This design comes from an exercise in tuning for small area, a short achievable clock period and few clock cycles per item on the open sky130 flow, not from production work.
Function was checked by simulation only, so behaviour that the tests miss may differ from the original.
Power and IR drop assume default switching activity.

==> module ControlPID, before the edit <==
module ControlPID(dataf_oo,y_k_i,clk_i,dataf_i,reset,coeff_1,coeff_2,coeff_3, ref_i, servo_o
    );
	 parameter WIDTH=12;
	 input wire clk_i;
	 input wire reset;
	 input wire dataf_i;
	 output wire dataf_oo;
	 output wire signed [WIDTH-1:0] servo_o;
	 input wire [WIDTH-1:0] y_k_i;
	 input signed [WIDTH-1:0] ref_i;
	 input wire signed [WIDTH-1:0] coeff_1;
	 input wire signed [WIDTH-1:0] coeff_2;
	 input wire signed [WIDTH-1:0] coeff_3;
	 function [11:0] ssub(input [11:0] a, input [11:0] b);
		reg [11:0] d;
		begin
			d = a - b;
			if (!a[11] && b[11] && d[11])       ssub = 12'h7FF;
			else if (a[11] && !b[11] && !d[11]) ssub = 12'hFFF;
			else                                ssub = d;
		end
	 endfunction
	 function [11:0] sadd(input [11:0] a, input [11:0] b);
		reg [11:0] s;
		begin
			s = a + b;
			if (!a[11] && !b[11] && s[11])      sadd = 12'h7FF;
			else if (a[11] && b[11] && !s[11])  sadd = 12'hFFF;
			else                                sadd = s;
		end
	 endfunction
	 reg [WIDTH-1:0] Regy_k_1, Reg_I_1, Reg_servo;
	 reg [WIDTH-1:0] Reg_p, Reg_m, Reg_d;
	 reg s2;
	 wire [WIDTH-1:0] p_w, m_w, d_w;
	 smul_booth mul_p(.a(y_k_i), .b(coeff_2), .q(p_w));
	 smul_booth mul_m(.a(ssub(ref_i, y_k_i)), .b(coeff_3), .q(m_w));
	 smul_booth mul_d(.a(ssub(y_k_i, Regy_k_1)), .b(coeff_1), .q(d_w));
	 always @(posedge clk_i) begin
		Reg_p <= p_w;
		Reg_m <= m_w;
		Reg_d <= d_w;
	 end
	 wire [WIDTH-1:0] I = sadd(Reg_m, Reg_I_1);
	 wire [WIDTH-1:0] u = ssub(ssub(I, Reg_p), Reg_d);
	 assign dataf_oo = s2;
	 assign servo_o  = s2 ? u : Reg_servo;
	 always @(posedge clk_i, posedge reset)
		if (reset) begin
			s2        <= 1'b0;
			Regy_k_1  <= 12'b0;
			Reg_I_1   <= 12'b0;
			Reg_servo <= 12'b0;
		end else begin
			s2 <= dataf_i;
			if (s2) begin
				Reg_I_1   <= I;
				Regy_k_1  <= y_k_i;
				Reg_servo <= u;
			end
		end
endmodule
==> flow/config.mk <==
export PLATFORM = sky130hd
export DESIGN_NAME = ControlPID
export DESIGN_NICKNAME = ControlPID
export VERILOG_FILES = /design/flow/design.v
export SDC_FILE = /design/flow/constraint.sdc
export NUM_CORES = 4
export LEC_CHECK = 0
export ABC_AREA = 1
export CAP_MARGIN = 20
export CORE_MARGIN = 2
export CORE_UTILIZATION = 40
export SLEW_MARGIN = 20
==> flow/constraint.sdc <==
create_clock -name core_clock -period 12.0 [get_ports {clk_i}]
set_input_delay 2.4000 -clock core_clock [delete_from_list [all_inputs] [get_ports {clk_i}]]
set_output_delay 2.4000 -clock core_clock [all_outputs]
set_load 0.01 [all_outputs]
standard.sh (not shown) runs the stock make flow with config.mk's settings and CLKGATE_MAP_FILE= SYNTH_SCRIPT=/design/flow/synth_recipe.tcl, a recipe that flattens the netlist after the stock synthesis.
==> flow/flow/run.sh <==
#!/bin/bash
# Standard layout with two changes:
#  - synthesis leaves adders to ABC (ADDER_MAP_FILE empty: no full/half-adder
#    cell extraction), so ABC maps the whole datapath itself;
#  - the port buffers are buf_2 cells instead of the default choice.
set -euo pipefail
bash standard.sh ADDER_MAP_FILE= "BUFFER_PORTS_ARGS=-buffer_cell sky130_fd_sc_hd__buf_2" finish > standard_flow.log 2>&1
The baseline finished clean.
Testbench counts at the start, summed over its fixed seeds: cycles 4,800, items 2,400.
==> next run, changes <==
--- a/flow/design.v
+++ b/flow/design.v
@@ -28,40 +28,34 @@
 			if (!a[11] && !b[11] && s[11])      sadd = 12'h7FF;
 			else if (a[11] && b[11] && !s[11])  sadd = 12'hFFF;
 			else                                sadd = s;
 		end
 	 endfunction
-	 reg [WIDTH-1:0] Regy_k_1, Reg_I_1, Reg_servo;
-	 reg [WIDTH-1:0] Reg_p, Reg_m, Reg_d;
+	 reg [WIDTH-1:0] Regy_k_1, Reg_I_1, Reg_p, Reg_d;
 	 reg s2;
 	 wire [WIDTH-1:0] p_w, m_w, d_w;
 	 smul_booth mul_p(.a(y_k_i), .b(coeff_2), .q(p_w));
 	 smul_booth mul_m(.a(ssub(ref_i, y_k_i)), .b(coeff_3), .q(m_w));
 	 smul_booth mul_d(.a(ssub(y_k_i, Regy_k_1)), .b(coeff_1), .q(d_w));
-	 always @(posedge clk_i) begin
-		Reg_p <= p_w;
-		Reg_m <= m_w;
-		Reg_d <= d_w;
-	 end
-	 wire [WIDTH-1:0] I = sadd(Reg_m, Reg_I_1);
-	 wire [WIDTH-1:0] u = ssub(ssub(I, Reg_p), Reg_d);
-	 assign dataf_oo = s2;
-	 assign servo_o  = s2 ? u : Reg_servo;
 	 always @(posedge clk_i, posedge reset)
 		if (reset) begin
 			s2        <= 1'b0;
 			Regy_k_1  <= 12'b0;
 			Reg_I_1   <= 12'b0;
-			Reg_servo <= 12'b0;
+			Reg_p     <= 12'b0;
+			Reg_d     <= 12'b0;
 		end else begin
 			s2 <= dataf_i;
-			if (s2) begin
-				Reg_I_1   <= I;
+			if (dataf_i) begin
+				Reg_I_1   <= sadd(m_w, Reg_I_1);
 				Regy_k_1  <= y_k_i;
-				Reg_servo <= u;
+				Reg_p     <= p_w;
+				Reg_d     <= d_w;
 			end
 		end
+	 assign dataf_oo = s2;
+	 assign servo_o  = ssub(ssub(Reg_I_1, Reg_p), Reg_d);
 endmodule
 module smul_booth(input [11:0] a, input [11:0] b, output [11:0] q);
   wire one0 = b[0] ^ 1'b0;
   wire two0 = (b[1] & ~b[0] & ~1'b0) | (~b[1] & b[0] & 1'b0);
   wire neg0 = b[1];
Total power fell by about 30%.
Count of clock-buffer cells in the layout came out lower by 4.
Utilization grows by 0.35 points.
Wire length falls by about 10%.
Synthesized area fell by about 15%.
Critical path depth increases by 2.
Testbench counts after the change, summed over its fixed seeds: cycles 4,800, items 2,400.

afterwards: timing with drivers on the ports:
The flow's constraints put no driver on any port. The routed layouts listed below were extracted and timed again, unchanged, in two steps.
Step 1 sets driving cells, clkbuf_16 on the clock port and buf_2 on the other inputs (assumed; they add their load-dependent delay and slew).
Step 2, shift: input delay + t, output delay - t, t = (earliest + latest rising clock arrival at the registers) / 2. This alone moves slack from input paths to output paths.
Three values: ideal, step 1, step 2; two values: the first two.
| run | t, ns | slack for setup (ns) | worst setup path at the end |
|---|---|---|---|
| the first run | 0.393 | 5.114 / 5.073 / 5.267 | input to register |
| the second run | 0.351 | 3.757 / 3.714 / 3.988 | input to register |
After both steps setup and hold are still met in every run listed.
